Source: an optimization exercise on an open RTL-to-GDS flow (aim: small area). Production flows keep margins and buffers that such runs may drop.
Function was checked by simulation only, so behaviour that the tests miss may differ from the original.
No activity file was given, so power comes from the tool's default toggle rates.

## flow/design.v (module list and top-level ports; edited modules follow where they fit)
// module vga_clkgen: 22 lines
// module vga_vtim: 84 lines
// module vga_tgen: 55 lines
// module vga_colproc: 295 lines
// module vga_fifo: 43 lines
// module vga_fifo_dc: 73 lines
// module vga_pgen: 234 lines
// module vga_csm_pb: 52 lines
// module vga_wb_master: 233 lines
// module vga_wb_slave: 254 lines
// module vga_enh_top: 282 lines
module vga_enh_top (
	wb_clk_i, wb_rst_i, wb_inta_o,
	wbs_adr_i, wbs_dat_i, wbs_dat_o, wbs_sel_i, wbs_we_i, wbs_stb_i, wbs_cyc_i, wbs_ack_o, wbs_rty_o, wbs_err_o,
	wbm_adr_o, wbm_dat_i, wbm_cti_o, wbm_bte_o, wbm_sel_o, wbm_we_o, wbm_stb_o, wbm_cyc_o, wbm_ack_i, wbm_err_i,
	clut_mem_adr_o, clut_mem_we_o, clut_mem_d_o, clut_mem_q_i,
	line_mem_wadr_o, line_mem_we_o, line_mem_d_o, line_mem_radr_o, line_mem_q_i,
	hsync_pad_o, vsync_pad_o, csync_pad_o, blank_pad_o, r_pad_o, g_pad_o, b_pad_o
	);
  // ...
==> flow/flow/run.sh <==
#!/bin/bash
# The standard layout (standard.sh), with three changes:
#  - after the standard synthesis, its combinational logic is re-mapped for
#    area by remap.sh (registers untouched: same instance names, same cells)
#  - port buffers use the smallest buffer cell
#  - clock tree: sink clusters of at most 16 flip-flops within 50 um, driven by clkbuf_8, no dummy loads
# Each tool's output goes to a log file in this folder (flow_*.log, remap_*.log)
# and ORFS's own logs are under orfs/logs.
set -euo pipefail
HERE=$(cd "$(dirname "$0")" && pwd)
R=orfs/results/$FLOW_PLATFORM/vga_enh_top/base
LIB=$FLOW_HOME/platforms/$FLOW_PLATFORM/lib/sky130_fd_sc_hd__tt_025C_1v80.lib

bash standard.sh synth > flow_synth.log 2>&1
cp $R/1_2_yosys.v $R/1_2_yosys.standard.v
bash "$HERE/remap.sh" $R/1_2_yosys.standard.v $R/1_2_yosys.v "$LIB" "$FLOW_TOP" > flow_remap.log 2>&1
rm -f $R/1_synth.odb $R/1_synth.sdc

export BUFFER_PORTS_ARGS="-buffer_cell sky130_fd_sc_hd__buf_1"
export CTS_ARGS="-sink_clustering_enable -repair_clock_nets -dont_use_dummy_load -sink_clustering_size 16 -sink_clustering_max_diameter 50 -buf_list sky130_fd_sc_hd__clkbuf_8"
bash standard.sh > flow_layout.log 2>&1
==> flow/flow/abc1.abc <==
strash
&get -n
&fraig -x
&put
scorr
dc2
dch -f
&get -n
&st
&dch -f
&nf -a -R 1000
&put
==> flow/flow/abc2.abc <==
strash
&get -n
&fraig -x
&put
dc2
dch -f
amap -F 2 -A 5
==> flow/flow/abc3.abc <==
strash
&get -n
&fraig -x
&put
dc2
dch -f
amap
strash
dch -f
amap
==> flow/flow/abc4.abc <==
strash
&get -n
&fraig -x
&put
dc2
dch -f
amap -F 2 -A 5
strash
dch -f
amap -F 2 -A 5
==> flow/flow/abc5.abc <==
strash
&get -n
&fraig -x
&put
dc2
dch -f
amap
strash
dc2
dch -f
amap
strash
dc2
dch -f
amap
strash
dc2
dch -f
amap
==> flow/flow/dont_use.txt <==
-dont_use sky130_fd_sc_hd__probe_p_8 -dont_use sky130_fd_sc_hd__probec_p_8 -dont_use sky130_fd_sc_hd__lpflow_bleeder_1 -dont_use sky130_fd_sc_hd__lpflow_clkbufkapwr_1 -dont_use sky130_fd_sc_hd__lpflow_clkbufkapwr_16 -dont_use sky130_fd_sc_hd__lpflow_clkbufkapwr_2 -dont_use sky130_fd_sc_hd__lpflow_clkbufkapwr_4 -dont_use sky130_fd_sc_hd__lpflow_clkbufkapwr_8 -dont_use sky130_fd_sc_hd__lpflow_clkinvkapwr_1 -dont_use sky130_fd_sc_hd__lpflow_clkinvkapwr_16 -dont_use sky130_fd_sc_hd__lpflow_clkinvkapwr_2 -dont_use sky130_fd_sc_hd__lpflow_clkinvkapwr_4 -dont_use sky130_fd_sc_hd__lpflow_clkinvkapwr_8 -dont_use sky130_fd_sc_hd__lpflow_decapkapwr_12 -dont_use sky130_fd_sc_hd__lpflow_decapkapwr_3 -dont_use sky130_fd_sc_hd__lpflow_decapkapwr_4 -dont_use sky130_fd_sc_hd__lpflow_decapkapwr_6 -dont_use sky130_fd_sc_hd__lpflow_decapkapwr_8 -dont_use sky130_fd_sc_hd__lpflow_inputiso0n_1 -dont_use sky130_fd_sc_hd__lpflow_inputiso0p_1 -dont_use sky130_fd_sc_hd__lpflow_inputiso1n_1 -dont_use sky130_fd_sc_hd__lpflow_inputiso1p_1 -dont_use sky130_fd_sc_hd__lpflow_inputisolatch_1 -dont_use sky130_fd_sc_hd__lpflow_isobufsrc_1 -dont_use sky130_fd_sc_hd__lpflow_isobufsrc_16 -dont_use sky130_fd_sc_hd__lpflow_isobufsrc_2 -dont_use sky130_fd_sc_hd__lpflow_isobufsrc_4 -dont_use sky130_fd_sc_hd__lpflow_isobufsrc_8 -dont_use sky130_fd_sc_hd__lpflow_isobufsrckapwr_16 -dont_use sky130_fd_sc_hd__lpflow_lsbuf_lh_hl_isowell_tap_1 -dont_use sky130_fd_sc_hd__lpflow_lsbuf_lh_hl_isowell_tap_2 -dont_use sky130_fd_sc_hd__lpflow_lsbuf_lh_hl_isowell_tap_4 -dont_use sky130_fd_sc_hd__lpflow_lsbuf_lh_isowell_4 -dont_use sky130_fd_sc_hd__lpflow_lsbuf_lh_isowell_tap_1 -dont_use sky130_fd_sc_hd__lpflow_lsbuf_lh_isowell_tap_2 -dont_use sky130_fd_sc_hd__lpflow_lsbuf_lh_isowell_tap_4 -dont_use sky130_fd_sc_hd__fill_1 -dont_use sky130_fd_sc_hd__fill_2 -dont_use sky130_fd_sc_hd__fill_4 -dont_use sky130_fd_sc_hd__fill_8 
==> flow/flow/remap.sh <==
#!/bin/bash
# usage: remap.sh IN.v OUT.v LIB TOP
# Re-maps the combinational logic of the standard synthesis netlist for area,
# with each ABC script abc*.abc beside this file, and keeps the smallest result.
# Sequential cells (and tie cells) are kept as black boxes, so every register
# keeps its instance name and cell type. Each run's Yosys log is remap_<script>.log.
set -euo pipefail
IN=$1; OUT=$2; LIB=$3; TOP=$4
HERE=$(cd "$(dirname "$0")" && pwd)
YOSYS=$(command -v yosys || echo "$FLOW_HOME/../tools/install/yosys/bin/yosys")
SEQ=$(grep -o 'sky130_fd_sc_hd__[a-z0-9_]*' "$IN" | sort -u | grep -E '__(e?df|sdf|dl|conb)' | tr '\n' ' ')
best=""; best_area=""
for S in "$HERE"/abc*.abc; do
  n=$(basename "$S" .abc)
  cat > remap_$n.ys <<EOT
read_liberty -ignore_miss_func $LIB
blackbox $SEQ
read_verilog $IN
hierarchy -top $TOP
flatten
rename -hide w:*.*
opt_clean -purge
opt -fast
abc -liberty $LIB $(cat "$HERE/dont_use.txt") -script $S
opt_clean -purge
splitnets
opt_clean -purge
setundef -zero
hilomap -singleton -hicell sky130_fd_sc_hd__conb_1 HI -locell sky130_fd_sc_hd__conb_1 LO
insbuf -buf sky130_fd_sc_hd__buf_4 A X
opt_clean -purge
write_verilog -noattr -noexpr -nohex -nodec remap_$n.v
tee -o remap_$n.stat stat -liberty $LIB
EOT
  if timeout 900 "$YOSYS" -l remap_$n.log -q remap_$n.ys > /dev/null 2>&1; then
    a=$(awk '/Chip area/{print $NF}' remap_$n.stat | tail -1)
    echo "$n $a" >> remap_areas.txt
    if [[ -n "$a" ]] && { [[ -z "$best_area" ]] || awk -v a="$a" -v b="$best_area" 'BEGIN{exit !(a<b)}'; }; then
      best=$n; best_area=$a
    fi
  else
    echo "$n failed" >> remap_areas.txt
  fi
done
[[ -n "$best" ]] || { echo "no remap succeeded"; exit 1; }
echo "best $best $best_area" >> remap_areas.txt
cp remap_$best.v "$OUT"
==> flow/standard.sh <==
#!/bin/bash
# synth_recipe.tcl (not shown) runs the flow's synth.tcl, then flattens the netlist and writes it again
# the make line also repeats each setting of config.mk as NAME=value (left out here)
make -C /OpenROAD-flow-scripts/flow DESIGN_CONFIG=/design/flow/config.mk WORK_HOME=/design/flow/orfs CLKGATE_MAP_FILE= SYNTH_SCRIPT=/design/flow/synth_recipe.tcl "${@:-finish}"
==> flow/config.mk <==
export PLATFORM = sky130hd
export DESIGN_NAME = vga_enh_top
export DESIGN_NICKNAME = vga_enh_top
export VERILOG_FILES = /design/flow/design.v
export SDC_FILE = /design/flow/constraint.sdc
export NUM_CORES = 4
export LEC_CHECK = 0
export CAP_MARGIN = 20
export CORE_MARGIN = 2
export CORE_UTILIZATION = 55
export SLEW_MARGIN = 20
==> flow/constraint.sdc <==
create_clock -name core_clock -period 10.0 [get_ports {wb_clk_i}]
set_input_delay 2.0000 -clock core_clock [delete_from_list [all_inputs] [get_ports {wb_clk_i}]]
set_output_delay 2.0000 -clock core_clock [all_outputs]
set_load 0.01 [all_outputs]
==> metrics.md, run 1 <==
| Metric | Value |
|---|---|
| Status | `timing/DRC/antenna clean` |
| Worst Slack Setup Final | `3.568 ns` |
| Placed Area | `62,880 um^2` |
| Final core utilization | `0.6143` |
| Grt ovf | `0` |
| Fill cells | `8,667` |
| Max-cap violation count | `0` |
| Seq_cells | `1,507` |
| Met3 wire length | `22,120 um` |
| Clk. pwr | `around 3200 uW` |
| Multi-input combinational cell area | `17,670 um^2` |
| Sink Count | `1,507` |
| Tapcells | `1,391` |
| Post-DRT Antenna Nets | `0` |
| FF-to-FF Start | `wbm.hgate_cnt[0]` |
| GP Congestion | `0.9649` |
| Antenna diode count | `15` |
| Total Neg Setup Slack | `0 ns` |
| Hold Buf Count CTS | `0` |
| DRC | `0` |
| Max FFs per register | `528` |
| End of the worst register-to-register path | `wbm.hgate_cnt[2]` |
| Share of layout cells above drive strength 1 | `0.06247` |
| Final-stage net count | `5,548` |
| DIE AREA | `109,600 um^2` |
| Setup crit start | `wbm.hgate_cnt[0]` |
| Metal2 WL | `87,510 um` |
| Largest net degree at the start of global routing | `156` |
| Clock root cell | `clkbuf_8` |
| Syn-to-layout area delta | `10.35%` |
| Vias post-DR | `approximately 46k` |
| WHS Path Cells | `0` |
| Die height | `331.1 um` |
| Worst Setup End Kind | `flop` |
| Multi-In Gates | `a little under 3k` |
| Worst hold endpoint | `pixel_generator.hsync_o` |
| Setup WS pre-CTS | `about 3.8 ns` |
| Met3 Use GR | `0.09586` |
| Total chip power | `10,040 uW` |
| First-pass GRT wire length | `~280,000 um` |
| Port bufs | `304` |
| Final Hold Vio Count | `0` |
| Min Hold Slack | `0.3316 ns` |
==> module vga_fifo, before the edit <==
module vga_fifo (clk, sclr, wreq, rreq, d, q, nword, empty);
	parameter L  = 15;  
	parameter aw = 4;   
	parameter nw = 5;   
	parameter dw = 8;   
	input           clk;
	input           sclr;   
	input           wreq;
	input           rreq;
	input  [dw-1:0] d;
	output [dw-1:0] q;
	output [nw-1:0] nword;
	output          empty;
	reg [nw-1:0] nword;
	reg          empty;
	reg [aw-1:0] rp, wp;
	wire [aw-1:0] rp_nxt = (rp == L-1) ? {aw{1'b0}} : rp + 1'b1;
	wire [aw-1:0] wp_nxt = (wp == L-1) ? {aw{1'b0}} : wp + 1'b1;
	always @(posedge clk)
	  if (sclr)      rp <= 0;
	  else if (rreq) rp <= rp_nxt;
	always @(posedge clk)
	  if (sclr)      wp <= 0;
	  else if (wreq) wp <= wp_nxt;
	reg [dw-1:0] mem [0:L-1];
	always @(posedge clk)
	  if (wreq)
	    mem[wp] <= d;
	assign q = mem[rp];
	wire aempty = (rp_nxt == wp) & rreq & ~wreq;
	always @(posedge clk)
	  if (sclr)
	    empty <= 1'b1;
	  else
	    empty <= aempty | (empty & ~(wreq ^ rreq));
	always @(posedge clk)
	  if (sclr)
	    nword <= 0;
	  else if (wreq & !rreq)
	    nword <= nword + 1'b1;
	  else if (rreq & !wreq)
	    nword <= nword - 1'b1;
endmodule
==> module vga_pgen, before the edit <==
module vga_pgen (
	clk_i, ctrl_ven, ctrl_HSyncL, Thsync, Thgdel, Thgate, Thlen,
	ctrl_VSyncL, Tvsync, Tvgdel, Tvgate, Tvlen, ctrl_CSyncL, ctrl_BlankL,
	eoh, eov,
	ctrl_dvi_odf, ctrl_cd, ctrl_pc,
	fb_data_fifo_rreq, fb_data_fifo_empty, fb_data_fifo_q, ImDoneFifoQ,
	stat_acmp, clut_req, clut_adr, clut_q, clut_ack, ctrl_cbsw, clut_switch,
	cursor_adr,
	cursor0_en, cursor0_res, cursor0_xy, cc0_adr_o, cc0_dat_i,
	cursor1_en, cursor1_res, cursor1_xy, cc1_adr_o, cc1_dat_i,
	line_fifo_wreq, line_fifo_full, line_fifo_d, line_fifo_rreq, line_fifo_q,
	pclk_i,
	pclk_o, hsync_o, vsync_o, csync_o, blank_o, r_o, g_o, b_o
);
	input clk_i;  
	input ctrl_ven;            
	input        ctrl_HSyncL;  
	input [ 7:0] Thsync;       
	input [ 7:0] Thgdel;       
	input [15:0] Thgate;       
	input [15:0] Thlen;        
	input        ctrl_VSyncL;  
	input [ 7:0] Tvsync;       
	input [ 7:0] Tvgdel;       
	input [15:0] Tvgate;       
	input [15:0] Tvlen;        
	input ctrl_CSyncL;         
	input ctrl_BlankL;         
	output eoh;                
	reg eoh;
	output eov;                
	reg eov;
	input  [ 1: 0] ctrl_dvi_odf;
	input  [ 1: 0] ctrl_cd;
	input          ctrl_pc;
	input  [31: 0] fb_data_fifo_q;
	input          fb_data_fifo_empty;
	output         fb_data_fifo_rreq;
	input          ImDoneFifoQ;
	output         stat_acmp;    
	reg stat_acmp;
	output         clut_req;
	output [ 8: 0] clut_adr;
	input  [23: 0] clut_q;
	input          clut_ack;
	input          ctrl_cbsw;    
	output         clut_switch;  
	input  [ 8: 0] cursor_adr;   
	input          cursor0_en;   
	input          cursor0_res;  
	input  [31: 0] cursor0_xy;   
	output [ 3: 0] cc0_adr_o;    
	input  [15: 0] cc0_dat_i;    
	input          cursor1_en;   
	input          cursor1_res;  
	input  [31: 0] cursor1_xy;   
	output [ 3: 0] cc1_adr_o;    
	input  [15: 0] cc1_dat_i;    
	input          line_fifo_full;
	output         line_fifo_wreq;
	output [23: 0] line_fifo_d;
	output         line_fifo_rreq;
	input  [23: 0] line_fifo_q;
	input  pclk_i;             
	output pclk_o;             
	output hsync_o;            
	output vsync_o;            
	output csync_o;            
	output blank_o;            
	output [ 7:0] r_o, g_o, b_o;
	reg       hsync_o, vsync_o, csync_o, blank_o;
	reg [7:0] r_o, g_o, b_o;
	reg nVen;  
	wire eol, eof;
	wire ihsync, ivsync, icsync, iblank;
	wire pclk_ena;
	always @(posedge pclk_i)
	  nVen <= ~ctrl_ven;
	vga_clkgen clk_gen(
	  .pclk_i       ( pclk_i       ),
	  .rst_i        ( nVen         ),
	  .pclk_o       ( pclk_o       ),
	  .dvi_pclk_p_o ( dvi_pclk_p_o ),
	  .dvi_pclk_m_o ( dvi_pclk_m_o ),
	  .pclk_ena_o   ( pclk_ena     )
	);
	vga_tgen vtgen(
		.clk(pclk_i),
		.clk_ena ( pclk_ena    ),
		.rst     ( nVen        ),
		.Thsync  ( Thsync      ),
		.Thgdel  ( Thgdel      ),
		.Thgate  ( Thgate      ),
		.Thlen   ( Thlen       ),
		.Tvsync  ( Tvsync      ),
		.Tvgdel  ( Tvgdel      ),
		.Tvgate  ( Tvgate      ),
		.Tvlen   ( Tvlen       ),
		.eol     ( eol         ),
		.eof     ( eof         ),
		.gate    ( gate        ),
		.hsync   ( ihsync      ),
		.vsync   ( ivsync      ),
		.csync   ( icsync      ),
		.blank   ( iblank      )
	);
	reg seol, seof;    
	reg dseof;         
	always @(posedge clk_i)
	  if (~ctrl_ven)
	    begin
	        seol  <= 1'b0;
	        seof  <= 1'b0;
	        dseof <= 1'b0;
	        eoh   <= 1'b0;
	        eov   <= 1'b0;
	    end
	  else
	    begin
	        seol  <= eol;
	        seof  <= eof;
	        dseof <= seof;
	        eoh   <= seol;
	        eov   <= seof & !dseof;
	    end
	reg hsync, vsync, csync, blank;
	always @(posedge pclk_i)
	    begin
	        hsync <= ihsync ^ ctrl_HSyncL;
	        vsync <= ivsync ^ ctrl_VSyncL;
	        csync <= icsync ^ ctrl_CSyncL;
	        blank <= iblank ^ ctrl_BlankL;
	        hsync_o <= hsync;
	        vsync_o <= vsync;
	        csync_o <= csync;
	        blank_o <= blank;
	    end
	wire [23:0] color_proc_q;            
	wire        color_proc_wreq;
	wire        color_proc_ewreq;
	wire [ 7:0] clut_offs;                
	wire ImDoneFifoQ;
	reg  dImDoneFifoQ, ddImDoneFifoQ;
	wire [23:0] cur1_q;
	wire        cur1_wreq;
	wire [23:0] rgb_fifo_d;
	wire        rgb_fifo_empty, rgb_fifo_full, rgb_fifo_rreq, rgb_fifo_wreq;
	wire sclr = ~ctrl_ven;
	vga_colproc color_proc (
		.clk               ( clk_i               ),
		.srst              ( sclr                ),
		.vdat_buffer_di    ( fb_data_fifo_q      ),  
		.ColorDepth        ( ctrl_cd             ),
		.PseudoColor       ( ctrl_pc             ),
		.vdat_buffer_empty ( fb_data_fifo_empty  ),  
		.vdat_buffer_rreq  ( fb_data_fifo_rreq   ),  
		.rgb_fifo_full     ( rgb_fifo_full       ),
		.rgb_fifo_wreq     ( color_proc_wreq     ),
		.rgb_early_wreq    ( color_proc_ewreq    ),
		.r                 ( color_proc_q[23:16] ),
		.g                 ( color_proc_q[15: 8] ),
		.b                 ( color_proc_q[ 7: 0] ),
		.clut_req          ( clut_req            ),
		.clut_ack          ( clut_ack            ),
		.clut_offs         ( clut_offs           ),
		.clut_q            ( clut_q              )
	);
	always @(posedge clk_i)
	  if (sclr)
	    dImDoneFifoQ <= 1'b0;
	  else if (fb_data_fifo_rreq)
	    dImDoneFifoQ <= ImDoneFifoQ;
	always @(posedge clk_i)
	  if (sclr)
	    ddImDoneFifoQ <= 1'b0;
	  else
	    ddImDoneFifoQ <= dImDoneFifoQ;
	assign clut_switch = ddImDoneFifoQ & !dImDoneFifoQ;
	always @(posedge clk_i)
	  if (sclr)
	    stat_acmp <= 1'b0;
	  else if (ctrl_cbsw)
	    stat_acmp <= stat_acmp ^ clut_switch;   
	assign clut_adr = {stat_acmp, clut_offs};
	assign cur1_wreq = color_proc_wreq;
	assign cur1_q    = color_proc_q;
	assign cc1_adr_o  = 4'h0;
	assign rgb_fifo_wreq = cur1_wreq;
	assign rgb_fifo_d = cur1_q;
	assign cc0_adr_o  = 4'h0;
	reg  [3:0] rgb_fifo_nword;
	reg  [3:0] rgb_rp, rgb_ewp;
	reg        rgb_fifo_empty_r;
	reg [23:0] rgb_mem [0:11];
	wire [3:0] rgb_rp_nxt  = (rgb_rp  == 4'd11) ? 4'd0 : rgb_rp  + 4'd1;
	wire [3:0] rgb_ewp_nxt = (rgb_ewp == 4'd11) ? 4'd0 : rgb_ewp + 4'd1;
	always @(posedge clk_i)
	  if (color_proc_ewreq)
	    rgb_mem[rgb_ewp] <= color_proc_q;
	always @(posedge clk_i)
	  if (sclr)                  rgb_ewp <= 4'd0;
	  else if (color_proc_ewreq) rgb_ewp <= rgb_ewp_nxt;
	always @(posedge clk_i)
	  if (sclr)               rgb_rp <= 4'd0;
	  else if (rgb_fifo_rreq) rgb_rp <= rgb_rp_nxt;
	assign line_fifo_d = rgb_mem[rgb_rp];
	always @(posedge clk_i)
	  if (sclr)
	    rgb_fifo_empty_r <= 1'b1;
	  else
	    rgb_fifo_empty_r <= ((rgb_rp_nxt == rgb_ewp) & rgb_fifo_rreq & ~rgb_fifo_wreq) |
	                        (rgb_fifo_empty_r & ~(rgb_fifo_wreq ^ rgb_fifo_rreq));
	assign rgb_fifo_empty = rgb_fifo_empty_r;
	always @(posedge clk_i)
	  if (sclr)
	    rgb_fifo_nword <= 4'd0;
	  else if (rgb_fifo_wreq & !rgb_fifo_rreq)
	    rgb_fifo_nword <= rgb_fifo_nword + 4'd1;
	  else if (rgb_fifo_rreq & !rgb_fifo_wreq)
	    rgb_fifo_nword <= rgb_fifo_nword - 4'd1;
	assign rgb_fifo_full = rgb_fifo_nword[3];  
	assign line_fifo_rreq = gate & pclk_ena;
	assign rgb_fifo_rreq = ~line_fifo_full & ~rgb_fifo_empty;
	assign line_fifo_wreq = rgb_fifo_rreq;
	wire [7:0] r = line_fifo_q[23:16];
	wire [7:0] g = line_fifo_q[15: 8];
	wire [7:0] b = line_fifo_q[ 7: 0];
	always @(posedge pclk_i)
	  if (pclk_ena) begin
	    r_o <= r;
	    g_o <= g;
	    b_o <= b;
	  end
endmodule
==> module vga_wb_master, before the edit <==
module vga_wb_master (clk_i, rst_i, nrst_i,
	cyc_o, stb_o, cti_o, bte_o, we_o, adr_o, sel_o, ack_i, err_i, dat_i, sint,
	ctrl_ven, ctrl_cd, ctrl_vbl, ctrl_vbsw, busy,
	VBAa, VBAb, Thgate, Tvgate,
	stat_avmp, vmem_switch, ImDoneFifoQ,
	cursor_adr, cursor0_ba, cursor1_ba, cursor0_ld, cursor1_ld,
	fb_data_fifo_rreq, fb_data_fifo_q, fb_data_fifo_empty);
	input         clk_i;     
	input         rst_i;     
	input         nrst_i;    
	output        cyc_o;     
	reg cyc_o;
	output        stb_o;     
	output [ 2:0] cti_o;     
	reg [2:0] cti_o;
	output [ 1:0] bte_o;     
	output        we_o;      
	output [31:0] adr_o;     
	output [ 3:0] sel_o;     
	input         ack_i;     
	input         err_i;     
	input [31:0]  dat_i;     
	output        sint;      
	input       ctrl_ven;    
	input [1:0] ctrl_cd;     
	input [1:0] ctrl_vbl;    
	input       ctrl_vbsw;   
	output      busy;        
	input [31: 2] VBAa;      
	input [31: 2] VBAb;      
	input [15:0] Thgate;     
	input [15:0] Tvgate;     
	output stat_avmp;        
	output vmem_switch;      
	output ImDoneFifoQ;
	output [ 8: 0] cursor_adr;  
	input  [31:11] cursor0_ba;
	input  [31:11] cursor1_ba;
	input          cursor0_ld;  
	input          cursor1_ld;  
	input          fb_data_fifo_rreq;
	output [31: 0] fb_data_fifo_q;
	output         fb_data_fifo_empty;
	reg vmem_acc;                  
	wire vmem_req, vmem_ack;       
	wire ImDone;                   
	reg  dImDone;                  
	wire ImDoneStrb;               
	reg  dImDoneStrb;              
	reg sclr;                      
	reg [31:11] cursor_ba;               
	reg [ 8: 0] cursor_adr;              
	wire        cursor0_we, cursor1_we;  
	reg         ld_cursor0, ld_cursor1;  
	reg         cur_acc;                 
	reg         cur_acc_sel;             
	wire        cur_ack;                 
	wire        cur_done;                
	always @(posedge clk_i)
	  sclr <= ~ctrl_ven;
	reg  [ 2:0] burst_cnt;                        
	wire        burst_done;                       
	reg         sel_VBA;                          
	reg  [31:2] vmemA;                            
	always @(posedge clk_i)
	  if (sclr)
	    vmem_acc <= 1'b0;  
	  else
	    vmem_acc <= (vmem_req | (vmem_acc & !(burst_done & vmem_ack)) ) & !ImDone & !cur_acc;
	always @(posedge clk_i)
	  if (sclr)
	    cur_acc <= 1'b0;  
	  else
	    cur_acc <= (cur_acc | ImDone & (ld_cursor0 | ld_cursor1)) & !cur_done;
	assign busy = vmem_acc | cur_acc;
	assign vmem_ack = ack_i & stb_o & vmem_acc;
	assign cur_ack  = ack_i & stb_o & cur_acc;
	assign sint = err_i;  
	assign vmem_switch = ImDoneStrb;
	always @(posedge clk_i)
	  if (sclr)
	    sel_VBA <= 1'b0;
	  else if (ctrl_vbsw)
	    sel_VBA <= sel_VBA ^ vmem_switch;   
	assign stat_avmp = sel_VBA;  
	wire [3:0] burst_cnt_val;
	assign burst_cnt_val = {1'b0, burst_cnt} -4'h1;
	assign burst_done = burst_cnt_val[3];
	always @(posedge clk_i)
	  if ( (burst_done & vmem_ack) | !vmem_acc)
	    case (ctrl_vbl)
	      2'b00: burst_cnt <= 3'b000;  
	      2'b01: burst_cnt <= 3'b001;  
	      2'b10: burst_cnt <= 3'b011;  
	      2'b11: burst_cnt <= 3'b111;  
	    endcase
	  else if(vmem_ack)
	    burst_cnt <= burst_cnt_val[2:0];
	reg  [15:0] hgate_cnt;
	reg  [16:0] hgate_cnt_val;
	reg  [1:0]  hgate_div_cnt;
	reg  [2:0]  hgate_div_val;
	wire hdone = hgate_cnt_val[16] & vmem_ack;  
	always @(hgate_cnt or hgate_div_cnt or ctrl_cd)
	  begin
	      hgate_div_val = {1'b0, hgate_div_cnt} - 3'h1;
	      if (ctrl_cd != 2'b10)
	        hgate_cnt_val = {1'b0, hgate_cnt} - 17'h1;
	      else if ( hgate_div_val[2] )
	        hgate_cnt_val = {1'b0, hgate_cnt} - 17'h1;
	      else
	        hgate_cnt_val = {1'b0, hgate_cnt};
	  end
	always @(posedge clk_i)
	  if (sclr)
	    begin
	        case(ctrl_cd)
	          2'b00: hgate_cnt <= Thgate >> 2;  
	          2'b01: hgate_cnt <= Thgate >> 1;  
	          2'b10: hgate_cnt <= Thgate >> 2;  
	          2'b11: hgate_cnt <= Thgate;       
	        endcase
	        hgate_div_cnt <= 2'b10;
	    end
	  else if (vmem_ack)
	    if (hdone)
	      begin
	          case(ctrl_cd)
	            2'b00: hgate_cnt <= Thgate >> 2;  
	            2'b01: hgate_cnt <= Thgate >> 1;  
	            2'b10: hgate_cnt <= Thgate >> 2;  
	            2'b11: hgate_cnt <= Thgate;       
	          endcase
	          hgate_div_cnt <= 2'b10;
	      end
	    else  
	      begin
	          hgate_cnt <= hgate_cnt_val[15:0];
	          if ( hgate_div_val[2] )
	            hgate_div_cnt <= 2'b10;
	          else
	            hgate_div_cnt <= hgate_div_val[1:0];
	      end
	reg  [15:0] vgate_cnt;
	wire [16:0] vgate_cnt_val;
	wire        vdone;
	assign vgate_cnt_val = {1'b0, vgate_cnt} - 17'h1;
	assign vdone = vgate_cnt_val[16];
	always @(posedge clk_i)
	  if (sclr | ImDoneStrb)
	    vgate_cnt <= Tvgate;
	  else if (hdone)
	    vgate_cnt <= vgate_cnt_val[15:0];
	assign ImDone = hdone & vdone;
	assign ImDoneStrb = ImDone & !dImDone;
	always @(posedge clk_i)
	  begin
	      dImDone <= ImDone;
	      dImDoneStrb <= ImDoneStrb;
	  end
	always @(posedge clk_i)
	  if (sclr | dImDoneStrb)
	    if (!sel_VBA)
	      vmemA <= VBAa;
	    else
	      vmemA <= VBAb;
	  else if (vmem_ack)
	    vmemA <= vmemA +30'h1;
	always @(posedge clk_i)
	  if (ImDone)
	    cur_acc_sel <= ld_cursor0;  
	always @(posedge clk_i)
	if (sclr)
	  begin
	      ld_cursor0 <= 1'b0;
	      ld_cursor1 <= 1'b0;
	  end
	else
	  begin
	      ld_cursor0 <= cursor0_ld | (ld_cursor0 & !(cur_done &  cur_acc_sel));
	      ld_cursor1 <= cursor1_ld | (ld_cursor1 & !(cur_done & !cur_acc_sel));
	  end
	always @(posedge clk_i)
	  if (!cur_acc)
	    cursor_ba <= ld_cursor0 ? cursor0_ba : cursor1_ba;
	wire [9:0] next_cursor_adr = {1'b0, cursor_adr} + 10'h1;
	assign cur_done = next_cursor_adr[9] & cur_ack;
	always @(posedge clk_i)
	  if (!cur_acc)
	    cursor_adr <= 9'h0;
	  else if (cur_ack)
	    cursor_adr <= next_cursor_adr;
	assign cursor1_we = cur_ack & !cur_acc_sel;
	assign cursor0_we = cur_ack &  cur_acc_sel;
	assign adr_o = cur_acc ? {cursor_ba, cursor_adr, 2'b00} : {vmemA, 2'b00};
	wire wb_cycle = vmem_acc & !(burst_done & vmem_ack & !vmem_req) & !ImDone ||
	                cur_acc & !cur_done;
	always @(posedge clk_i)
	    if (rst_i)
	      begin
	          cyc_o <= 1'b0;
	          cti_o <= 3'b000;
	      end
	    else
	      begin
	          cyc_o <= wb_cycle;
	          if (wb_cycle) begin
	            if (cur_acc)
	              cti_o <= &next_cursor_adr[8:0] ? 3'b111 : 3'b010;
	            else if (ctrl_vbl == 2'b00)
	              cti_o <= 3'b000;
	            else if (vmem_ack)
	              cti_o <= (burst_cnt == 3'h1) ? 3'b111 : 3'b010;
	          end else
	            cti_o <= (ctrl_vbl == 2'b00) ? 3'b000 : 3'b010;
	      end
	assign stb_o = cyc_o;
	assign sel_o = 4'b1111;
	assign bte_o = 2'b00;
	assign we_o  = 1'b0;
	wire [4:0] fb_data_fifo_nword;
	vga_fifo #(.L(16), .aw(4), .nw(5), .dw(33)) data_fifo (
		.clk    ( clk_i              ),
		.sclr   ( sclr               ),
		.d      ( {ImDone, dat_i}    ),
		.wreq   ( vmem_ack           ),
		.q      ( {ImDoneFifoQ, fb_data_fifo_q} ),
		.rreq   ( fb_data_fifo_rreq  ),
		.nword  ( fb_data_fifo_nword ),
		.empty  ( fb_data_fifo_empty )
	);
	assign vmem_req = ~fb_data_fifo_nword[4] & ~fb_data_fifo_nword[3];
endmodule
==> inputs of run 2 (changes only) <==
--- a/flow/design.v
+++ b/flow/design.v
@@ -461,8 +461,7 @@
 endmodule
  `timescale 1ns / 10ps
 module vga_fifo (clk, sclr, wreq, rreq, d, q, nword, empty);
-	parameter L  = 15;  
-	parameter aw = 4;   
+	parameter L  = 16;  
 	parameter nw = 5;   
 	parameter dw = 8;   
 	input           clk;
@@ -475,21 +474,30 @@
 	output          empty;
 	reg [nw-1:0] nword;
 	reg          empty;
-	reg [aw-1:0] rp, wp;
-	wire [aw-1:0] rp_nxt = (rp == L-1) ? {aw{1'b0}} : rp + 1'b1;
-	wire [aw-1:0] wp_nxt = (wp == L-1) ? {aw{1'b0}} : wp + 1'b1;
+	reg [L-1:0] rp, wp;
+	wire [L-1:0] rp_nxt = {rp[L-2:0], rp[L-1]};
+	wire [L-1:0] wp_nxt = {wp[L-2:0], wp[L-1]};
 	always @(posedge clk)
-	  if (sclr)      rp <= 0;
+	  if (sclr)      rp <= {{L-1{1'b0}}, 1'b1};
 	  else if (rreq) rp <= rp_nxt;
 	always @(posedge clk)
-	  if (sclr)      wp <= 0;
+	  if (sclr)      wp <= {{L-1{1'b0}}, 1'b1};
 	  else if (wreq) wp <= wp_nxt;
 	reg [dw-1:0] mem [0:L-1];
+	integer i;
 	always @(posedge clk)
-	  if (wreq)
-	    mem[wp] <= d;
-	assign q = mem[rp];
-	wire aempty = (rp_nxt == wp) & rreq & ~wreq;
+	  for (i = 0; i < L; i = i + 1)
+	    if (wreq & wp[i])
+	      mem[i] <= d;
+	reg [dw-1:0] qr;
+	always @*
+	  begin
+	      qr = {dw{1'b0}};
+	      for (i = 0; i < L; i = i + 1)
+	        qr = qr | ({dw{rp[i]}} & mem[i]);
+	  end
+	assign q = qr;
+	wire aempty = |(rp_nxt & wp) & rreq & ~wreq;
 	always @(posedge clk)
 	  if (sclr)
 	    empty <= 1'b1;
@@ -769,26 +777,35 @@
 	assign rgb_fifo_d = cur1_q;
 	assign cc0_adr_o  = 4'h0;
 	reg  [3:0] rgb_fifo_nword;
-	reg  [3:0] rgb_rp, rgb_ewp;
+	reg [11:0] rgb_rp, rgb_ewp;    
 	reg        rgb_fifo_empty_r;
 	reg [23:0] rgb_mem [0:11];
-	wire [3:0] rgb_rp_nxt  = (rgb_rp  == 4'd11) ? 4'd0 : rgb_rp  + 4'd1;
-	wire [3:0] rgb_ewp_nxt = (rgb_ewp == 4'd11) ? 4'd0 : rgb_ewp + 4'd1;
-	always @(posedge clk_i)
-	  if (color_proc_ewreq)
-	    rgb_mem[rgb_ewp] <= color_proc_q;
+	wire [11:0] rgb_rp_nxt  = {rgb_rp[10:0],  rgb_rp[11]};
+	wire [11:0] rgb_ewp_nxt = {rgb_ewp[10:0], rgb_ewp[11]};
+	integer k;
+	always @(posedge clk_i)
+	  for (k = 0; k < 12; k = k + 1)
+	    if (color_proc_ewreq & rgb_ewp[k])
+	      rgb_mem[k] <= color_proc_q;
 	always @(posedge clk_i)
-	  if (sclr)                  rgb_ewp <= 4'd0;
+	  if (sclr)                  rgb_ewp <= 12'h001;
 	  else if (color_proc_ewreq) rgb_ewp <= rgb_ewp_nxt;
 	always @(posedge clk_i)
-	  if (sclr)               rgb_rp <= 4'd0;
+	  if (sclr)               rgb_rp <= 12'h001;
 	  else if (rgb_fifo_rreq) rgb_rp <= rgb_rp_nxt;
-	assign line_fifo_d = rgb_mem[rgb_rp];
+	reg [23:0] rgb_q;
+	always @*
+	  begin
+	      rgb_q = 24'h0;
+	      for (k = 0; k < 12; k = k + 1)
+	        rgb_q = rgb_q | ({24{rgb_rp[k]}} & rgb_mem[k]);
+	  end
+	assign line_fifo_d = rgb_q;
 	always @(posedge clk_i)
 	  if (sclr)
 	    rgb_fifo_empty_r <= 1'b1;
 	  else
-	    rgb_fifo_empty_r <= ((rgb_rp_nxt == rgb_ewp) & rgb_fifo_rreq & ~rgb_fifo_wreq) |
+	    rgb_fifo_empty_r <= ((|(rgb_rp_nxt & rgb_ewp)) & rgb_fifo_rreq & ~rgb_fifo_wreq) |
 	                        (rgb_fifo_empty_r & ~(rgb_fifo_wreq ^ rgb_fifo_rreq));
 	assign rgb_fifo_empty = rgb_fifo_empty_r;
 	always @(posedge clk_i)
@@ -1087,7 +1104,7 @@
 	assign bte_o = 2'b00;
 	assign we_o  = 1'b0;
 	wire [4:0] fb_data_fifo_nword;
-	vga_fifo #(.L(16), .aw(4), .nw(5), .dw(33)) data_fifo (
+	vga_fifo #(.L(16), .nw(5), .dw(33)) data_fifo (
 		.clk    ( clk_i              ),
 		.sclr   ( sclr               ),
 		.d      ( {ImDone, dat_i}    ),
==> run 2 against run 1 <==
Against the previous run: sequential power grew 2%; sequential cell count increased by 32; power up 1.4%; critical path depth unchanged; via count is 3.0% lower; highest routed layer unchanged; combinational power shrank 7%; first-iteration DRC count grew 7.0%; clock skew down 0.0078 ns; routed wire length rose by 2.4%.
==> metrics.md, run 2 <==
| Metric | Value |
|---|---|
| Total Neg Setup Slack | `0 ns (unchanged)` |
| Initial antenna violation count | `20` |
| Kind of cell adding the most delay to the critical path | `simple AND/OR/NAND/NOR gates` |
| Max FFs per register | `528 (unchanged)` |
| Synthesized area | `58,370 um^2` |
| Critical path class | `reg -> reg` |
| Post-cts resize count | `0` |
| Grt ovf | `0 (unchanged)` |
| Post-CTS Repair Setup Buffers | `0` |
| Vias in the first global route | `about 42k` |
| Clk buf depth | `3` |
| Area of the core | `105,300 um^2` |
| Power Density | `about 160 nW/um^2` |
| Sink Count | `1,539 (+2.1%)` |
| Max VDD drop | `about 150 uV` |
| Hold Buf Count CTS | `0 (unchanged)` |
| Final-stage net count | `5,361 (-3.4%)` |
| CP arrival | `7.32 ns` |
| Routed WL per cell | `30.60 um` |
| Detailed Place HPWL | `~130,000 um` |
| Initial DRC count | `6,893` |
| Clock root cell | `clkbuf_8` |
| Worst path max stage delay | `0.94 ns` |
| Max-cap violation count | `0 (unchanged)` |
| Largest registers | `wbm.data_fifo.mem (528), pixel_generator.rgb_mem (288)` |
| Slew Limit Fails | `0` |
| Reg clk slew, reported paths | `0.07 ns` |
| Relative slew slack | `0.1789` |
| Row cnt | `~120` |
| Max frequency | `148.3 MHz` |
| Largest net degree at the start of global routing | `189 (+21%)` |
| Num ports | `316` |
| H-tree depth | `4` |
| Hold Crit Class | `reg -> reg` |
| Most common cell after layout, fill and taps aside | `edfxtp_1` |
| Num CTS Buffers | `143` |
| Period minus WS final | `6.744 ns` |
| DIE AREA | `108,700 um^2 (-0.81%)` |
| Vias post-DR | `44.89k (-3.0%)` |
| Synth Instances | `4,654` |
| Status | `timing/DRC/antenna clean` |
| Slowest CP cell | `nand2_1` |
| Share of layout cells above drive strength 1 | `0.06738 (+0.004916)` |
| Post-DRT Antenna Nets | `0 (unchanged)` |
| Critical path launch point type | `flop` |
| Fin cells | `6,626` |
| Most frequent cells in the layout | `edfxtp_1, nor2_1, dfxtp_1, clkinv_1, buf_1` |
| Cells after DPL | `6,472` |
| First-pass GRT wire length | `288,800 um (+1.9%)` |
| Port bufs | `304 (unchanged)` |
| Die height | `329.8 um (-0.41%)` |
| Unrepaired setup endpoints after global routing | `false` |
| Worst Path Max Fanout | `18` |
| Starting Density | `0.5545` |
| Total chip power | `10,190 uW (+1.4%)` |
| Leak | `0.02039 uW` |
| Fin Clk Skew | `around 0.076 ns` |
| Syn avg cell area | `12.54 um^2` |
| Yosys warns | `19` |
| DRC | `0 (unchanged)` |
| 1st-pass router iterations | `11` |
| Setup violators final | `0` |
| Worst-Margin Slew | `approximately 1.2 ns` |
| Drt via density | `6.774` |
| GP Congestion | `0.9329 (-3.3%)` |
| Reg with most FFs | `wbm.data_fifo.mem` |
| CP required | `roughly 11 ns` |
| CTS tree | `done` |
| Die X-Extent | `329.8 um` |
| Tot GR Track Use | `0.3677` |
| Final Hold Vio Count | `0 (unchanged)` |
| Later-pin clock latency in the skew report | `0.86 ns` |
| WL final | `202,800 um` |
| Fill cells | `8,553 (-1.3%)` |
| Syn-to-layout area delta | `10.44% (about the same)` |
| Worst Setup End Kind | `flop` |
| Worst path bufs/invs | `15` |
| Period utilization | `0.6744` |
run 2: cell types whose count changed in the layout (fill, tap and decap cells not counted), sizes merged, moves of 21 or more:
| cell | change |
|---|---|
| o21ai | -43 |
| clkinv | +30 |
| dfxtp | +32 |
| nor2b | +21 |
| a21oi | -35 |
| a22o | +26 |
| o22ai | -315 |
| nand2 | +29 |
| a222oi | +164 |
| nand4 | +33 |
| nor2 | +28 |
| o221ai | -62 |
| o22a | -34 |
| nor3 | -22 |
run 2: per-layer routing:
| layer | routed length, um | global-route usage | up-vias |
|---|---|---|---|
| met5 | 84 | 0 | - |
| met4 | 10440 | 0.1745 | 12 |
| met3 | 23130 | 0.07843 | 505 |
| met2 | 92110 | 0.5732 | 2838 |
| met1 | 77010 | 0.4945 | 21960 |
| li1 | - | - | 19570 |
run 2: layout make-up:
cell class                      count  area [um^2]  area share
Antenna cell                       11        27.53   0.0004270
Clock buffer                      143         1968     0.03053
Inverter                          442         1659     0.02574
Multi-Input combinational cell   2665        16490      0.2558
Sequential cell                  1539        40440      0.6273
Tap cell                         1391         1740     0.02700
Timing Repair Buffer              435         2142     0.03323
run 2: final timing paths:
kind	from	to	slack (ns)	cells past startpoint
worst max-delay path	wbm.hgate_cnt[0]	wbm.hgate_cnt[1]	3.26	33
worst min-delay path	pixel_generator.vsync	pixel_generator.vsync_o	0.33	0
worst max register to register	wbm.hgate_cnt[0]	wbm.hgate_cnt[1]	3.26	33
worst min register to register	pixel_generator.vsync	pixel_generator.vsync_o	0.33	0
run 2: stage by stage:
step           worst slack [ns]  utilization  hold WS (ns)  instance area (um^2)
2_1_floorplan             1.429            -        0.3096                 58390
3_3_place_gp              3.424       0.5931        0.3099                 62440
3_5_place_dp              3.450       0.5933        0.3121                 62450
4_1_cts                   3.404       0.6120        0.3284                 64420
5_1_grt                   2.404       0.6122        0.3379                 64450
6_report                  3.256       0.6123        0.3282                 64460
run 2: report_power, final:
part / internal, uW / switching (uW) / total [uW]
registers: 6720 / 5.95 / 6730
clock network: 1280 / 1980 / 3260
logic: 36.5 / 162 / 198
total: 8040 / 2150 / 10200
==> module vga_vtim, before the edit <==
module vga_vtim(clk, ena, rst, Tsync, Tgdel, Tgate, Tlen, Sync, Gate, Done);
	input clk;  
	input ena;  
	input rst;  
	input [ 7:0] Tsync;  
	input [ 7:0] Tgdel;  
	input [15:0] Tgate;  
	input [15:0] Tlen;   
	output Sync;  
	output Gate;  
	output Done;  
	reg Sync;
	reg Gate;
	reg Done;
	reg  [15:0] cnt, cnt_len;
	wire [16:0] cnt_nxt, cnt_len_nxt;
	wire        cnt_done, cnt_len_done;
	assign cnt_nxt = {1'b0, cnt} -17'h1;
	assign cnt_done = cnt_nxt[16];
	assign cnt_len_nxt = {1'b0, cnt_len} -17'h1;
	assign cnt_len_done = cnt_len_nxt[16];
	reg gdel_st, len_st;
	wire idle_st = ~(Sync | gdel_st | Gate | len_st);
	always @(posedge clk)
	  if (rst)
	    begin
	        gdel_st <= 1'b0;
	        len_st  <= 1'b0;
	        cnt     <= 16'h0;
	        cnt_len <= 16'b0;
	        Sync    <= 1'b0;
	        Gate    <= 1'b0;
	        Done    <= 1'b0;
	    end
	  else if (ena)
	    begin
	        cnt     <= cnt_nxt[15:0];
	        cnt_len <= cnt_len_nxt[15:0];
	        Done    <= 1'b0;
	        if (idle_st)
	          begin
	              cnt     <= Tsync;
	              cnt_len <= Tlen;
	              Sync    <= 1'b1;
	          end
	        else if (Sync)
	          begin
	              if (cnt_done)
	                begin
	                    gdel_st <= 1'b1;
	                    cnt     <= Tgdel;
	                    Sync    <= 1'b0;
	                end
	          end
	        else if (gdel_st)
	          begin
	              if (cnt_done)
	                begin
	                    gdel_st <= 1'b0;
	                    cnt     <= Tgate;
	                    Gate    <= 1'b1;
	                end
	          end
	        else if (Gate)
	          begin
	              if (cnt_done)
	                begin
	                    len_st <= 1'b1;
	                    Gate   <= 1'b0;
	                end
	          end
	        else  
	          begin
	              if (cnt_len_done)
	                begin
	                    len_st  <= 1'b0;
	                    cnt     <= Tsync;
	                    cnt_len <= Tlen;
	                    Sync    <= 1'b1;
	                    Done    <= 1'b1;
	                end
	          end
	    end
endmodule
==> inputs of run 3 (changes only) <==
--- a/flow/design.v
+++ b/flow/design.v
@@ -51,29 +51,20 @@
 	    begin
 	        gdel_st <= 1'b0;
 	        len_st  <= 1'b0;
-	        cnt     <= 16'h0;
-	        cnt_len <= 16'b0;
 	        Sync    <= 1'b0;
 	        Gate    <= 1'b0;
 	        Done    <= 1'b0;
 	    end
 	  else if (ena)
 	    begin
-	        cnt     <= cnt_nxt[15:0];
-	        cnt_len <= cnt_len_nxt[15:0];
 	        Done    <= 1'b0;
 	        if (idle_st)
-	          begin
-	              cnt     <= Tsync;
-	              cnt_len <= Tlen;
-	              Sync    <= 1'b1;
-	          end
+	          Sync    <= 1'b1;
 	        else if (Sync)
 	          begin
 	              if (cnt_done)
 	                begin
 	                    gdel_st <= 1'b1;
-	                    cnt     <= Tgdel;
 	                    Sync    <= 1'b0;
 	                end
 	          end
@@ -82,7 +73,6 @@
 	              if (cnt_done)
 	                begin
 	                    gdel_st <= 1'b0;
-	                    cnt     <= Tgate;
 	                    Gate    <= 1'b1;
 	                end
 	          end
@@ -99,13 +89,26 @@
 	              if (cnt_len_done)
 	                begin
 	                    len_st  <= 1'b0;
-	                    cnt     <= Tsync;
-	                    cnt_len <= Tlen;
 	                    Sync    <= 1'b1;
 	                    Done    <= 1'b1;
 	                end
 	          end
 	    end
+	always @(posedge clk)
+	  if (ena)
+	    begin
+	        cnt     <= cnt_nxt[15:0];
+	        cnt_len <= cnt_len_nxt[15:0];
+	        if (idle_st | (len_st & cnt_len_done))
+	          begin
+	              cnt     <= Tsync;
+	              cnt_len <= Tlen;
+	          end
+	        else if (Sync & cnt_done)
+	          cnt <= Tgdel;
+	        else if (gdel_st & cnt_done)
+	          cnt <= Tgate;
+	    end
 endmodule
  `timescale 1ns / 10ps
 module vga_tgen(
--- a/flow/config.mk
+++ b/flow/config.mk
@@ -7,5 +7,5 @@
 export LEC_CHECK = 0
 export CAP_MARGIN = 20
 export CORE_MARGIN = 2
-export CORE_UTILIZATION = 55
+export CORE_UTILIZATION = 60
 export SLEW_MARGIN = 20
==> run 3 against run 2 <==
Against the previous run: still clean; final area is 0.58% lower; critical path depth stayed put; count of clock-buffer cells in the layout shrank 3; global-route usage is 1.7 points higher; hold slack worse by 0.0024 ns; power fell by 0.26%; sequential share of layout area up 0.86 points; fmax up 4.9%; core utilization up 5.3 points; clock power shrank 2%; via count down 0.53%; synthesized cell count decreased by 3.4%; highest routed layer unchanged.
==> metrics.md, run 3 <==
| Metric | Value |
|---|---|
| Port bufs | `304 (unchanged)` |
| Final-stage net count | `5,204 (-2.9%)` |
| Final Hold Vio Count | `0 (unchanged)` |
| Drt via density | `7.027 (+3.7%)` |
| Routed WL per cell | `30.59 um (about the same)` |
| Vias post-DR | `44.65k (-0.53%)` |
| Max FFs per register | `528 (unchanged)` |
| Sequential Area | `40,750 um^2 (+0.78%)` |
| Num CTS Buffers | `140 (-2.1%)` |
| Period utilization | `0.6431 (-0.03131)` |
| WL final | `194,400 um (-4.1%)` |
| Total Neg Setup Slack | `0 ns (unchanged)` |
| Top sig layer | `met5` |
| Hold Crit Class | `reg -> reg` |
| Initial DRC count | `7,803 (+13%)` |
| Slew Limit Fails | `0 (unchanged)` |
| Post-CTS Repair Setup Buffers | `0 (unchanged)` |
| Period minus WS final | `6.431 ns (-0.3131 ns)` |
| Num ports | `316 (unchanged)` |
| Met3 wire length | `27,540 um (+19%)` |
| Hold Buf Count CTS | `0 (unchanged)` |
| Multi-input combinational cell area | `16,020 um^2 (-2.8%)` |
| Worst path max stage delay | `0.79 ns (-0.15 ns)` |
| Slowest CP cell | `nand2_1` |
| Metal1 wirelength | `75,270 um (-2.3%)` |
| Reg with most FFs | `wbm.data_fifo.mem` |
| Syn avg cell area | `12.93 um^2 (+3.1%)` |
| CTS tree | `done` |
| Share of layout cells above drive strength 1 | `0.06888 (+0.001496)` |
| Largest registers | `wbm.data_fifo.mem (528), pixel_generator.rgb_mem (288)` |
| Fill cells | `7,310 (-15%)` |
| Yosys warns | `19 (unchanged)` |
| Critical path class | `reg -> reg` |
| Grt ovf | `0 (unchanged)` |
| Post-DRT Antenna Nets | `0 (unchanged)` |
| Detailed Place HPWL | `120,900 um (-5.8%)` |
| Worst Path Max Fanout | `18 (unchanged)` |
| Die height | `315.2 um (-4.4%)` |
| Vias in the first global route | `40.50k (-2.6%)` |
| CP required | `10.52 ns (-0.06 ns)` |
| Worst Setup End Kind | `flop` |
| Row cnt | `114 (-4.2%)` |
| Synthesized area | `58,120 um^2 (-0.42%)` |
| Most common cell after layout, fill and taps aside | `edfxtp_1` |
| Later-pin clock latency in the skew report | `0.87 ns (about the same)` |
| Post-cts resize count | `0 (unchanged)` |
| Critical path launch point type | `flop` |
| Largest net degree at the start of global routing | `207 (+9.5%)` |
| Reg clk slew, reported paths | `0.06 ns (about the same)` |
| CP arrival | `6.95 ns (-0.37 ns)` |
| First-pass GRT wire length | `276,700 um (-4.2%)` |
| GP Congestion | `0.9696 (+3.9%)` |
| Metal2 WL | `83,320 um (-9.5%)` |
| Fin cells | `6,354 (-4.1%)` |
| Setup violators final | `0 (unchanged)` |
| Final core utilization | `0.6656 (+0.05325)` |
| Cells after DPL | `6,201 (-4.2%)` |
| Unrepaired setup endpoints after global routing | `false` |
| Max-cap violation count | `0 (unchanged)` |
| Synth Instances | `4,495 (-3.4%)` |
| H-tree depth | `4 (unchanged)` |
| Clk buf depth | `3 (unchanged)` |
| Syn-to-layout area delta | `10.26%` |
| Die X-Extent | `315.2 um (-4.4%)` |
| Power Density | `158.5 nW/um^2 (+0.32%)` |
| Tot GR Track Use | `0.3843 (+0.01661)` |
| Most frequent cells in the layout | `edfxtp_1, nor2_1, dfxtp_1, clkinv_1, buf_1` |
| 1st-pass router iterations | `9 (-2)` |
| Sink Count | `1,539 (unchanged)` |
| DIE AREA | `99,380 um^2 (-8.6%)` |
| Max frequency | `155.5 MHz (+4.9%)` |
| Area of the core | `96,280 um^2 (-8.5%)` |
| Fin Clk Skew | `0.07203 ns (-0.003989 ns)` |
| Starting Density | `0.6037 (+0.04920)` |
| DRC | `0 (unchanged)` |
| Leak | `0.02030 uW (-0.46%)` |
| Status | `timing/DRC/antenna clean` |
| Initial antenna violation count | `21 (+5.0%)` |
| Relative slew slack | `0.2286 (+0.04965)` |
| Clock root cell | `clkbuf_8` |
| Max VDD drop | `152.9 uV (+5.2%)` |
| Worst-Margin Slew | `1.157 ns (-0.06160 ns)` |
run 3: cell count changes in the layout (fill, tap and decap cells not counted), sizes merged, moves of 18 or more:
cell	delta
o32ai	-23
nor2	-73
o21ai	-45
a32oi	+23
a221oi	+24
o22ai	-55
dfxtp	-32
edfxtp	+32
nand2	+21
or3	+29
a21oi	-56
clkinv	-31
a222oi	+18
run 3: worst paths after layout:
check,startpoint,end,slack (ns),depth (start not counted)
max,wbm.hgate_cnt[0],wbm.hgate_cnt[9],3.57,33
min reg2reg,line_fifo.sswclr,line_fifo.rrst,0.33,0
min,line_fifo.sswclr,line_fifo.rrst,0.33,0
max reg2reg,wbm.hgate_cnt[0],wbm.hgate_cnt[9],3.57,33
run 3: routing by layer:
layer | up-vias | track usage
met2 | 3321 | 0.5525
li1 | 19110 | -
met1 | 21730 | 0.5552
met3 | 471 | 0.1044
met4 | 18 | 0.1562
met5 | - | 0.004352
run 3: layout make-up:
type / instances / area share
Multi-Input combinational cell: 2540 / 0.2500
Tap cell: 1276 / 0.02491
Clock buffer: 140 / 0.03007
Inverter: 409 / 0.02396
Antenna cell: 11 / 0.0004295
Timing Repair Buffer: 439 / 0.03473
Sequential cell: 1539 / 0.6359
run 3: report_power, final:
group	total (uW)	internal (uW)	switching, uW
clock	3210	1250	1960
sequential	6740	6740	3.85
combinational	203	38.3	165
total	10200	8030	2130
run 3: stage by stage:
step	power [uW]	instance area [um^2]	setup slack (ns)	hold slack [ns]
3_3_place_gp	7081	62030	3.665	0.3105
5_1_grt	10410	64070	2.774	0.3407
2_1_floorplan	6945	58150	3.005	0.3096
3_5_place_dp	7085	62070	3.639	0.3143
6_report	10160	64080	3.569	0.3259
4_1_cts	10170	63990	3.623	0.3274
run 3: worst max-delay path: cells and delay by family (launching register included):
family                 cells  cell delay [ns]
AND/OR/NAND/NOR           16             3.09
buffers and inverters     15             2.28
flip-flops                 1             0.40
AO/OA/AOI/OAI              2             0.35
==> inputs of run 4 (changes only) <==
--- a/flow/flow/run.sh
+++ b/flow/flow/run.sh
@@ -3,7 +3,7 @@
 #  - after the standard synthesis, its combinational logic is re-mapped for
 #    area by remap.sh (registers untouched: same instance names, same cells)
 #  - port buffers use the smallest buffer cell
-#  - clock tree: sink clusters of at most 16 flip-flops within 50 um, driven by clkbuf_8, no dummy loads
+#  - clock tree: sink clusters of at most 16 flip-flops within 70 um, driven by clkbuf_8, no dummy loads
 # Each tool's output goes to a log file in this folder (flow_*.log, remap_*.log)
 # and ORFS's own logs are under orfs/logs.
 set -euo pipefail
@@ -17,5 +17,5 @@
 rm -f $R/1_synth.odb $R/1_synth.sdc
 
 export BUFFER_PORTS_ARGS="-buffer_cell sky130_fd_sc_hd__buf_1"
-export CTS_ARGS="-sink_clustering_enable -repair_clock_nets -dont_use_dummy_load -sink_clustering_size 16 -sink_clustering_max_diameter 50 -buf_list sky130_fd_sc_hd__clkbuf_8"
+export CTS_ARGS="-sink_clustering_enable -repair_clock_nets -dont_use_dummy_load -sink_clustering_size 16 -sink_clustering_max_diameter 70 -buf_list sky130_fd_sc_hd__clkbuf_8"
 bash standard.sh > flow_layout.log 2>&1
==> flow/flow/abc6.abc (new file) <==
strash
&get -n
&fraig -x
&put
dc2
dch -f
amap -F 2 -A 5
strash
dch -f
amap -F 2 -A 5
strash
dch -f
amap -F 2 -A 5
==> flow/flow/abc7.abc (new file) <==
strash
&get -n
&fraig -x
&put
dc2
dch -f
amap -F 3 -A 10
strash
dch -f
amap -F 3 -A 10
==> run 4 against run 3 <==
Against the previous run: synthesized cell count is 0.87% lower; sequential cell count stayed put; routed wire length is 0.75% higher; fmax is 1.1% lower; critical endpoint is now clut_mem_adr_o[2]; sequential share of layout area is 0.71 points higher.
==> metrics.md, run 4 <==
| Metric | Value |
|---|---|
| Status | `timing/DRC/antenna clean` |
| Die height | `314.9 um (-0.12%)` |
| Routed WL per cell | `31.25 um (+2.1%)` |
| Hold Buf Count CTS | `0 (unchanged)` |
| Final Hold Vio Count | `0 (unchanged)` |
| Largest net degree at the start of global routing | `77 (-63%)` |
| Share of layout cells above drive strength 1 | `0.06244 (-0.006440)` |
| Max FFs per register | `528 (unchanged)` |
| Worst Path Max Fanout | `13 (-5)` |
| GP Congestion | `0.9727 (+0.32%)` |
| Max frequency | `153.9 MHz (-1.1%)` |
| Max VDD drop | `145.6 uV (-4.8%)` |
| CP arrival | `4.50 ns (-2.45 ns)` |
| WHS Path Cells | `0 (unchanged)` |
| First-pass GRT wire length | `278,300 um (+0.59%)` |
| Max-cap violation count | `0 (unchanged)` |
| Worst hold endpoint | `pixel_generator.blank_o` |
| Initial antenna violation count | `18 (-14%)` |
| Reg2Reg Setup Slack | `3.76 ns (+0.19 ns)` |
| Worst hold start | `pixel_generator.blank` |
| Drt via density | `7.047 (+0.29%)` |
| Sequential power share | `0.687 (+0.023)` |
| Final-stage net count | `5,118 (-1.7%)` |
| Total Neg Setup Slack | `0 ns (unchanged)` |
| Internal | `7742 uW (-3.6%)` |
| Syn-to-layout area delta | `9.321%` |
| Cells after DPL | `6,147 (-0.87%)` |
| Fin Clk Skew | `0.08595 ns (+0.01392 ns)` |
| Reg clk slew, reported paths | `0.10 ns (+0.04 ns)` |
| Clock root cell | `clkbuf_8` |
| Tot GR Track Use | `0.3874 (+0.003066)` |
| Critical path class | `reg -> out` |
| Largest registers | `wbm.data_fifo.mem (528), pixel_generator.rgb_mem (288)` |
| H-tree depth | `3 (-1)` |
| Setup violators final | `0 (unchanged)` |
| CTS tree | `done` |
| Sw Pwr | `2070 uW (-2.8%)` |
| Row cnt | `114 (unchanged)` |
| Sink Count | `1,539 (unchanged)` |
| Period utilization | `0.6500 (+0.006834)` |
| Die X-Extent | `314.9 um (-0.12%)` |
| Worst Slack Setup Final | `3.500 ns (-0.06834 ns)` |
| Most frequent cells in the layout | `edfxtp_1, dfxtp_1, nor2_1, clkinv_1, buf_1` |
| DRC | `0 (unchanged)` |
| Post-DRT Antenna Nets | `0 (unchanged)` |
| Area of the core | `96,280 um^2 (unchanged)` |
| WL final | `195,800 um (+0.75%)` |
| Slew Limit Fails | `0 (unchanged)` |
| Placed Area | `61,840 um^2 (-0.36%)` |
| Hold Crit Class | `reg -> reg` |
| Setup WS pre-CTS | `3.745 ns (+0.1067 ns)` |
| Switching Fraction | `0.2110 (+0.001354)` |
| CP required | `8.00 ns (-2.52 ns)` |
| Grt ovf | `0 (unchanged)` |
| R2R cell count | `33 (unchanged)` |
| Vias post-DR | `44.17k (-1.1%)` |
| Post-cts resize count | `0 (unchanged)` |
| Synthesized area | `57,990 um^2 (-0.23%)` |
| Combinational share of power | `0.021 (about the same)` |
| Relative slew slack | `0.1020 (-0.1266)` |
| End of the worst register-to-register path | `wbm.hgate_cnt[5]` |
| 1st-pass router iterations | `9 (unchanged)` |
| Later-pin clock latency in the skew report | `0.83 ns (-0.04 ns)` |
| Synth Instances | `4,456 (-0.87%)` |
| Final core utilization | `0.6584 (-0.007173)` |
| Final Cell Area | `63,390 um^2 (-1.1%)` |
| FF-to-FF Start | `wbm.hgate_cnt[0]` |
| Num CTS Buffers | `108 (-23%)` |
| Power Density | `154.8 nW/um^2 (-2.4%)` |
| Clock power frac | `0.291 (-0.025)` |
| Num ports | `316 (unchanged)` |
| Worst Setup End Kind | `output port` |
| Post-CTS Repair Setup Buffers | `0 (unchanged)` |
| Leak | `0.01988 uW (-2.1%)` |
| Period minus WS final | `6.500 ns (+0.06834 ns)` |
| Vias in the first global route | `40.35k (-0.36%)` |
| Detailed Place HPWL | `123,500 um (+2.1%)` |
| Port bufs | `304 (unchanged)` |
| DIE AREA | `99,150 um^2 (-0.23%)` |
| Syn avg cell area | `13.01 um^2 (+0.64%)` |
| Clk buf depth | `3 (unchanged)` |
| Critical path launch point type | `flop` |
| Yosys warns | `19 (unchanged)` |
| Most common cell after layout, fill and taps aside | `edfxtp_1` |
| Reg with most FFs | `wbm.data_fifo.mem` |
| Starting Density | `0.6023 (-0.001404)` |
| Initial DRC count | `7,856 (+0.68%)` |
| Worst-Margin Slew | `1.342 ns (+0.1849 ns)` |
| Unrepaired setup endpoints after global routing | `false` |
| Fin cells | `6,268 (-1.4%)` |
==> run 4: power by group through the flow <==
stage	clock network, uW	registers [uW]	logic (uW)
6_report	2860	6740	210
5_1_grt	3090	6750	217
4_1_cts	2870	6750	200
3_5_place_dp	0	6890	199
3_3_place_gp	0	6890	196
2_1_floorplan	0	6900	48.9
==> run 4: layout make-up <==
cell class | count | area (um^2)
timing repair buffer | 424 | 2066
tap | 1276 | 1597
antenna | 11 | 27.53
clock buffer | 108 | 1486
multi-input combinational | 2519 | 15990
sequential | 1539 | 40760
inverter | 391 | 1469
fill | 7417 | 32890
==> run 4: worst max-delay path, stage by stage (launching register included) <==
cell      delay, ns
dfxtp_1        0.59
clkinv_1       0.34
nor2_1         0.80
clkinv_1       0.64
nor2_1         0.38
a211oi_1       0.16
o22ai_1        0.55
buf_1          0.21
==> run 4: stage by stage <==
| stage | total power (uW) | hold WS [ns] |
|---|---|---|
| after floorplan | 6945 | 0.3096 |
| after global placement | 7086 | 0.3109 |
| after detailed placement | 7090 | 0.3138 |
| after CTS | 9818 | 0.3370 |
| after global routing | 10060 | 0.3446 |
| final | 9812 | 0.3252 |
==> run 4: how the worst max path moves through the flow <==
stage | from | end | slack [ns] | cells past startpoint
6_report | pixel_generator.color_proc.colcnt[0] | clut_mem_adr_o[2] | 3.50 | 7
5_1_grt | wbm.hgate_cnt[0] | wbm.hgate_cnt[5] | 2.87 | 33
4_1_cts | pixel_generator.color_proc.colcnt[0] | clut_mem_adr_o[6] | 3.67 | 7
3_5_place_dp | wbs_adr_i[4] | wbs.ctrl[24] | 3.75 | 10
3_3_place_gp | wbs_sel_i[0] | wbs.hvlen[24] | 3.59 | 12
2_1_floorplan | wbs_adr_i[6] | wbs.ctrl[24] | 0.83 | 7
==> run 4: metal layers <==
layer | track usage | vias to the layer above | wire length, um
met1 | 0.5427 | 21460 | 73180
met5 | 0 | - | 123
met3 | 0.09683 | 514 | 26950
li1 | - | 18910 | -
met2 | 0.5754 | 3270 | 85960
met4 | 0.1737 | 20 | 9633
==> inputs of run 5 (changes only) <==
--- a/flow/config.mk
+++ b/flow/config.mk
@@ -7,5 +7,5 @@
 export LEC_CHECK = 0
 export CAP_MARGIN = 20
 export CORE_MARGIN = 2
-export CORE_UTILIZATION = 60
+export CORE_UTILIZATION = 66
 export SLEW_MARGIN = 20
==> run 5 against run 4 <==
Against the previous run: sequential power about the same; synthesized cell count did not move; combinational power fell by 3%; critical path type is now reg -> reg.
==> metrics.md, run 5 <==
| Metric | Value |
|---|---|
| Status | `timing/DRC/antenna clean` |
| Max frequency | `155.7 MHz (+1.2%)` |
| Leak | `0.01992 uW (+0.21%)` |
| Num CTS Buffers | `106 (-1.9%)` |
| Post-CTS Repair Setup Buffers | `0 (unchanged)` |
| Fill cells | `5,951 (-20%)` |
| DRC | `0 (unchanged)` |
| Final Hold Vio Count | `0 (unchanged)` |
| Final core utilization | `0.7282 (+0.06978)` |
| 1st-pass router iterations | `14 (+5)` |
| First-pass GRT wire length | `274,000 um (-1.6%)` |
| Tot GR Track Use | `0.4170 (+0.02966)` |
| Largest registers | `wbm.data_fifo.mem (528), pixel_generator.rgb_mem (288)` |
| Slew Limit Fails | `0 (unchanged)` |
| Worst Path Max Fanout | `19 (+6)` |
| Synth Instances | `4,456 (unchanged)` |
| Reg clk slew, reported paths | `0.10 ns (about the same)` |
| Reg with most FFs | `wbm.data_fifo.mem` |
| Critical path launch point type | `flop` |
| Die X-Extent | `300.4 um (-4.6%)` |
| Max-cap violation count | `0 (unchanged)` |
| Vias in the first global route | `41.22k (+2.2%)` |
| Synthesized area | `57,990 um^2 (unchanged)` |
| R2R cell count | `33 (unchanged)` |
| Post-DRT Antenna Nets | `0 (unchanged)` |
| WL final | `190,500 um (-2.7%)` |
| Post-cts resize count | `0 (unchanged)` |
| Num ports | `316 (unchanged)` |
| Critical path class | `reg -> reg` |
| Hold Buf Count CTS | `0 (unchanged)` |
| Unrepaired setup endpoints after global routing | `false` |
| Port bufs | `304 (unchanged)` |
| Worst-Margin Slew | `1.217 ns (-0.1255 ns)` |
| Clk buf depth | `3 (unchanged)` |
| Detailed Place HPWL | `122,100 um (-1.1%)` |
| Routed WL per cell | `30.96 um (-0.90%)` |
| GP Congestion | `1.002 (+3.0%)` |
| WHS Path Cells | `0 (unchanged)` |
| Fin Clk Skew | `0.06878 ns (-0.01717 ns)` |
| Yosys warns | `19 (unchanged)` |
| Total Neg Setup Slack | `0 ns (unchanged)` |
| Row cnt | `108 (-5.3%)` |
| CP required | `10.54 ns (+2.54 ns)` |
| DIE AREA | `90,250 um^2 (-9.0%)` |
| CP arrival | `6.96 ns (+2.46 ns)` |
| Worst path max stage delay | `0.82 ns (+0.02 ns)` |
| Most common cell after layout, fill and taps aside | `edfxtp_1` |
| Max VDD drop | `170.4 uV (+17%)` |
| Starting Density | `0.6674 (+0.06510)` |
## run 5: cell types whose count changed in the layout (fill, tap and decap cells not counted), moves of 2 or more
cell	before	now
clkbuf_8	108	106
nor2_2	18	20
dfxtp_1	524	534
buf_4	119	130
o21ai_1	1	4
nor2_4	19	16
dfxtp_2	24	14
o21ai_0	175	172
diode_2	11	7
## run 5: final cells by class
type / count / area [um^2] / area share
repair buffers: 436 / 2160 / 0.03413
diodes: 7 / 17.52 / 0.0002768
flip-flops and latches: 1539 / 40750 / 0.6440
well taps: 1155 / 1445 / 0.02284
multi-input cells: 2519 / 15980 / 0.2525
clock buffers: 106 / 1459 / 0.02306
inverters: 391 / 1468 / 0.02320
## run 5: stage by stage
step                      power, uW  std cells  cell area [um^2]  setup WS, ns  hold slack (ns)
after floorplan                6945       4463             58010        0.8296           0.3096
after global placement         7079       6037             61730         3.743           0.3109
after detailed placement       7083       6038             61740         3.808           0.3121
after CTS                      9744       6144             63200         3.724           0.3321
after global routing           9980       6150             63260         2.811           0.3389
final                          9763       6153             63270         3.578           0.3336
## run 5: path summary, 6_finish.rpt
| path | start | to | slack (ns) |
|---|---|---|---|
| min | pixel_generator.vsync | pixel_generator.vsync_o | 0.33 |
| min reg2reg | pixel_generator.vsync | pixel_generator.vsync_o | 0.33 |
| max reg2reg | wbm.hgate_cnt[0] | wbm.hgate_cnt[12] | 3.58 |
| max | wbm.hgate_cnt[0] | wbm.hgate_cnt[12] | 3.58 |
## run 5: routing by layer
layer	global-route usage	part of all wire
met1	0.5683	0.35
met2	0.6243	0.44
met3	0.1035	0.15
met4	0.2232	0.066
met5	0	0.00056
## run 5: where the power goes
group / internal (uW) / total [uW] / switching (uW)
logic: 36.3 / 203 / 166
registers: 6740 / 6740 / 4.61
clock network: 947 / 2820 / 1870
## run 5: critical path, delay by kind of cell, from the launching register on
family | cells | cell delay [ns]
DFF | 1 | 0.43
buffers and inverters | 15 | 2.32
AOI/OAI and AO/OA | 2 | 0.36
and+or+nand+nor | 16 | 3.09

afterwards: timing with drivers on the ports:
Ports are ideal in the flow. The routed layouts listed here were re-timed in OpenROAD.
Step 1, drivers: a clkbuf_16 drives wb_clk_i and a buf_2 each remaining input, both assumed.
Step 2 times the ports against the registers' clock, not the clock port: input delays grow and output delays shrink by t, the midpoint of the rising clock arrivals with the driver on.
a / b / c = ideal ports / drivers / drivers and shift; a / b = the first two.
run | t (ns) | setup slack, ns
run 1 | 0.903 | 3.568 / 3.568 / 3.568
run 2 | 0.908 | 3.256 / 3.256 / 3.256
run 3 | 0.902 | 3.569 / 3.569 / 3.569
run 4 | 0.867 | 3.500 / 3.425 / 3.310
run 5 | 0.879 | 3.578 / 3.578 / 3.578
After both steps setup and hold are still met in every run listed.
